This is an optimization exercise on Yosys and OpenROAD, whose aim is small area, not a production implementation.
The RTL was checked by simulation tests, not by an equivalence proof against the original design.
No driver is modelled on the clock port, so clocking that relies on it looks cheaper here than on a real chip.
No activity file was given, so power comes from the tool's default toggle rates.

AL:
==> module Top, before the edit <==
module Top(CLK, RST, BUTTON_U, BUTTON_L, BUTTON_R, BUTTON_D, RESET_10, RESET_205, an, sseg, dp, LED);
input CLK, RST, BUTTON_U, BUTTON_L, BUTTON_R, BUTTON_D, RESET_10, RESET_205;
output [3:0] an;
output [6:0] sseg;
output dp;
output reg LED;
localparam [3:0] J0 = 4'b0000, J1 = 4'b0001, J2 = 4'b0011, J5 = 4'b1000, J9 = 4'b1100;
function [2:0] li; input [2:0] l; li = {l[1:0], ~(l[2] | l[1])}; endfunction     
function [2:0] ld; input [2:0] l; ld = {~(l[0] | l[1]), l[2:1]}; endfunction     
function wu; input [3:0] x; wu = x[2] & ~x[1]; endfunction                      
function wd; input [3:0] x; wd = ~x[2] & ~x[0]; endfunction                     
function [3:0] dm; input [3:0] x; dm = {x[3] ^ wd(x), ld(x[2:0])}; endfunction              
function [3:0] p1; input [3:0] x; p1 = {x[3] ^ wu(x), li(x[2:0])}; endfunction              
function [3:0] p2; input [3:0] x; p2 = {x[3] ^ x[2], li(li(x[2:0]))}; endfunction           
function [3:0] p5; input [3:0] x; p5 = {~x[3], x[2:0]}; endfunction                         
function [3:0] p6; input [3:0] x; p6 = {~(x[3] ^ wu(x)), li(x[2:0])}; endfunction           
function [3:0] p8; input [3:0] x; p8 = {x[3] ^ (~x[2] & ~x[1]), ld(ld(x[2:0]))}; endfunction  
function isz; input [3:0] x; isz = ~x[3] & wd(x); endfunction
function is9; input [3:0] x; is9 = x[3] & wu(x); endfunction
function ge2; input [3:0] x; ge2 = x[3] | x[2] | x[1]; endfunction
function ge4; input [3:0] x; ge4 = x[3] | wu(x); endfunction
function ge8; input [3:0] x; ge8 = x[3] & x[2]; endfunction
function lt2; input [3:0] x; lt2 = ~x[3] & ~x[2] & ~x[1]; endfunction
function [6:0] seg; input [3:0] x;
    begin
        seg[0] = (~x[1] & ~x[2] & ~x[3]) | (x[1] & ~x[2] & x[3]);
        seg[1] = (x[0] & ~x[3]) | (x[1] & ~x[3]) | (x[1] & ~x[2]);
        seg[2] = (x[0] & ~x[1] & ~x[3]) | (x[2] & ~x[3]) | (~x[0] & ~x[1] & x[3]) | (x[1] & ~x[2] & x[3]);
        seg[3] = (x[0] & ~x[1] & ~x[3]) | (~x[1] & x[2] & ~x[3]) | (x[1] & ~x[2] & x[3]);
        seg[4] = (x[1] & ~x[2] & ~x[3]);
        seg[5] = (~x[1] & ~x[2] & x[3]);
        seg[6] = (x[0] & ~x[1] & ~x[3]) | (~x[1] & x[2] & ~x[3]);
    end
endfunction
reg [4:0] u;    
reg [4:0] v;    
wire vfb  = (~v[2] & ~v[3] & ~v[4]) | (v[0] & v[1] & ~v[3] & ~v[4]) | (v[3] & v[4]) | (~v[0] & ~v[1] & v[4]);
wire v5   = v[0] & ~v[1] & (~v[2] | v[4]);         
wire v0   = ~v[1] & ~v[2] & ~v[3] & ~v[4];         
wire v1   = v[0] & v[1] & ~v[2] & ~v[4];           
wire samp = u[0] & v5;
wire tick = (u[2:0] == 3'd1) & v1;
wire madv = (u[1:0] == 2'd2) & v0;
reg [3:0] f1, f2;           
reg [2:0] sel;
wire [3:0] r = f1 & ~f2;     
wire pu = sel[2];
wire pl = sel[1] & ~sel[0];
wire pr = ~sel[1] & sel[0];
wire pd = sel[1] & sel[0];
reg [3:0] d0, d1, d2, d3;
reg [1:0] m;
wire z0 = isz(d0), z1 = isz(d1), z2 = isz(d2), z3 = isz(d3);
wire zero = z0 & z1 & z2 & z3;
wire c1 = pu & is9(d1) | pl & ge2(d1) | pd & d1[3];
wire h1 = pu & c1 | pl & ~c1;
wire h2 = pl & c1 | pr;
wire h5 = pd & ~c1;
wire h6 = pd & c1;
wire c2 = h1 & is9(d2) | h2 & ge8(d2) | h5 & d2[3] | h6 & ge4(d2);
wire sat = c2 & is9(d3);
wire ld10 = ~tick & RESET_10;                 
wire ld205 = ~tick & ~RESET_10 & RESET_205;   
wire dec0 = tick & ~RESET_10 & ~RESET_205 & ~zero;
wire dec1 = dec0 & z0, dec2 = dec1 & z1, dec3 = dec2 & z2;
wire nold = ~RST & ~ld10 & ~ld205;             
wire s9 = nold & sat;                           
wire add = nold & ~sat;                         
wire k0 = nold & ~sat & ~dec0;
wire e0 = ~RST & dec0;
wire k1 = nold & ~sat & ~dec1 & ~pu & ~pl & ~pd;
wire e1 = ~RST & dec1;
wire u1 = add & pu, l1 = add & pl, q1 = add & pd;
wire k2 = nold & ~sat & ~dec2 & ~h1 & ~h2 & ~h5 & ~h6;
wire e2 = ~RST & dec2;
wire g1 = add & h1, g2 = add & h2, g5 = add & h5, g6 = add & h6;
wire k3 = nold & ~sat & ~dec3 & ~c2;
wire e3 = ~RST & dec3;
wire g3 = add & c2;
wire r10 = ~RST & ld10, r205 = ~RST & ld205;
always @(posedge CLK) begin
    if (RST) begin
        u <= 5'd4; v <= 5'd1; f1 <= 0; f2 <= 0; sel <= 0; LED <= 0; m <= 0;
    end else begin
        u <= u + 1'b1;
        v <= {v[3:0], vfb};
        if (samp) begin f1 <= {BUTTON_U, BUTTON_L, BUTTON_R, BUTTON_D}; f2 <= f1; end
        sel <= samp ? {r[3], ~r[3] & (r[2] | ~r[1] & r[0]), ~r[3] & ~r[2] & (r[1] | r[0])} : 3'b000;
        if (madv) m <= m + 1'b1;
        if (RESET_10 | RESET_205) LED <= 1;
    end
    d0 <= {4{k0}} & d0 | {4{e0}} & dm(d0) | {4{r205}} & J5 | {4{s9}} & J9;
    d1 <= {4{k1}} & d1 | {4{e1}} & dm(d1) | {4{u1}} & p1(d1) | {4{l1}} & p8(d1) | {4{q1}} & p5(d1) | {4{r10}} & J1 | {4{s9}} & J9;
    d2 <= {4{k2}} & d2 | {4{e2}} & dm(d2) | {4{g1}} & p1(d2) | {4{g2}} & p2(d2) | {4{g5}} & p5(d2) | {4{g6}} & p6(d2) | {4{r205}} & J2 | {4{s9}} & J9;
    d3 <= {4{k3}} & d3 | {4{e3}} & dm(d3) | {4{g3}} & p1(d3) | {4{s9}} & J9;
end
wire lt200 = z3 & lt2(d2);
wire blank = zero ? m[0] : (lt200 & m[1]);
wire [1:0] k = u[4:3];
reg [3:0] dig;
always @(*) begin
    case (k)
        2'd0: dig = d0;
        2'd1: dig = d1;
        2'd2: dig = d2;
        default: dig = d3;
    endcase
end
assign sseg = blank ? 7'b1111111 : seg(dig);
assign an = ~(4'b0001 << k);
assign dp = 1'b1;
endmodule
Settings: LEC_CHECK=0, ABC_AREA=1, CAP_MARGIN=20, CORE_AREA=2.3 2.72 59.34 58.48, DIE_AREA=0 0 61.5 61.5, PLACE_DENSITY=0.8, SLEW_MARGIN=20; clock period 15.0 ns.
standard.sh (not shown) runs the stock make flow with config.mk's settings and CLKGATE_MAP_FILE= SYNTH_SCRIPT=/design/flow/synth_recipe.tcl, a recipe that flattens the netlist after the stock synthesis.
==> flow/flow/run.sh <==
#!/bin/bash
# Own layout flow: the standard flow (standard.sh) with these changes:
#  - synthesis is synth_recipe.tcl with Yosys's extract_fa pass skipped and ABC mapping with the
#    script flow/abc_area.script (ABC's &deepsyn AIG optimisation for a fixed time, then
#    area-oriented mapping with &nf); registers and their names are unchanged;
#  - the port buffers are sky130_fd_sc_hd__buf_1 cells;
#  - CTS without dummy loads, then flow/post_cts.tcl downsizes clock buffers while the
#    estimated clock slew at the flip-flops stays small.
# Logs: make's output in flow_standard.log, each ORFS step's in orfs/logs/.
set -euo pipefail
W=$(pwd)
{
  head -n 1 synth_recipe.tcl
  echo 'proc extract_fa {args} {}'
  echo "proc abc {args} { set i [lsearch -exact \$args -script]; if {\$i >= 0} { lset args [expr {\$i + 1}] $W/flow/abc_area.script }; yosys abc {*}\$args }"
  tail -n +2 synth_recipe.tcl
} > flow_synth.tcl
sed "s#$W/synth_recipe.tcl#$W/flow_synth.tcl#g" standard.sh > flow_standard.sh
grep -q flow_synth.tcl flow_standard.sh
export BUFFER_PORTS_ARGS="-buffer_cell sky130_fd_sc_hd__buf_1"
export CTS_ARGS="-sink_clustering_enable -repair_clock_nets -sink_clustering_size 50 -sink_clustering_max_diameter 500 -buf_list sky130_fd_sc_hd__clkbuf_8 -dont_use_dummy_load"
export POST_CTS_TCL=$W/flow/post_cts.tcl
bash flow_standard.sh > flow_standard.log 2>&1
Other scripts of this flow, unchanged in this note and not shown: flow/flow/abc_area.script, flow/flow/post_cts.tcl
AL finished all stages; the layout is clean.
#### Input delta (MS over AL)
--- a/flow/design.v
+++ b/flow/design.v
@@ -42,9 +42,9 @@
 wire samp = u[0] & v5;
 wire tick = (u[2:0] == 3'd1) & v1;
 wire madv = (u[1:0] == 2'd2) & v0;
-reg [3:0] f1, f2;           
-reg [2:0] sel;
-wire [3:0] r = f1 & ~f2;     
+reg [3:0] f1;               
+reg [2:0] pend, sel;
+wire [3:0] r = {BUTTON_U, BUTTON_L, BUTTON_R, BUTTON_D} & ~f1;
 wire pu = sel[2];
 wire pl = sel[1] & ~sel[0];
 wire pr = ~sel[1] & sel[0];
@@ -81,12 +81,15 @@
 wire r10 = ~RST & ld10, r205 = ~RST & ld205;
 always @(posedge CLK) begin
     if (RST) begin
-        u <= 5'd4; v <= 5'd1; f1 <= 0; f2 <= 0; sel <= 0; LED <= 0; m <= 0;
+        u <= 5'd4; v <= 5'd1; f1 <= 0; pend <= 0; sel <= 0; LED <= 0; m <= 0;
     end else begin
         u <= u + 1'b1;
         v <= {v[3:0], vfb};
-        if (samp) begin f1 <= {BUTTON_U, BUTTON_L, BUTTON_R, BUTTON_D}; f2 <= f1; end
-        sel <= samp ? {r[3], ~r[3] & (r[2] | ~r[1] & r[0]), ~r[3] & ~r[2] & (r[1] | r[0])} : 3'b000;
+        if (samp) begin
+            f1 <= {BUTTON_U, BUTTON_L, BUTTON_R, BUTTON_D};
+            pend <= {r[3], ~r[3] & (r[2] | ~r[1] & r[0]), ~r[3] & ~r[2] & (r[1] | r[0])};
+        end
+        sel <= samp ? pend : 3'b000;
         if (madv) m <= m + 1'b1;
         if (RESET_10 | RESET_205) LED <= 1;
     end
==> run notes <==
Count of sequential standard cells came out lower on MS than on AL.
Diff AL -> MS | multi-input logic area | down slightly
Taking AL as the reference, in MS switching fraction of total power has remained practically unchanged; filler-free cell count of the finished design climbed 1; final design instance area without fill shrank by 1.1%; total wire length after detailed routing grew by 2.1%; synthesized cell count grew by about 0.4%.
Compared with AL, in MS core utilization down 0.73 points, fraction of area in registers now smaller, worst endpoint data arrival time moved down.
Comparing AL and MS, the higher maximum ir drop on the vdd rail is on MS.

afterwards: timing with drivers on the ports:
The results above use ideal ports. As a check the final layouts listed here were re-extracted and re-timed, cells and wires unchanged.
Step 1: set_driving_cell puts a clkbuf_16 on CLK and a buf_2 on each other input, an assumption about the parent block.
Step 2 also shifts input and output timing later by t, the mid clock arrival at the registers, as if the neighbouring blocks saw the same clock.
a / b / c = ideal / step 1 / step 2; a / b = the first two.
run	shift t [ns]	slack for setup (ns)	worst setup path at the end	pins driven straight from the clock port
AL	0.526	9.380 / 9.355 / 9.140	input to register	1
MS	0.532	9.500 / 9.478 / 9.890	input to register	1
After both steps every run listed still meets setup and hold. For AL, which loses most, drivers alone change the setup slack by -0.025 ns; drivers and shift together by -0.240 ns.
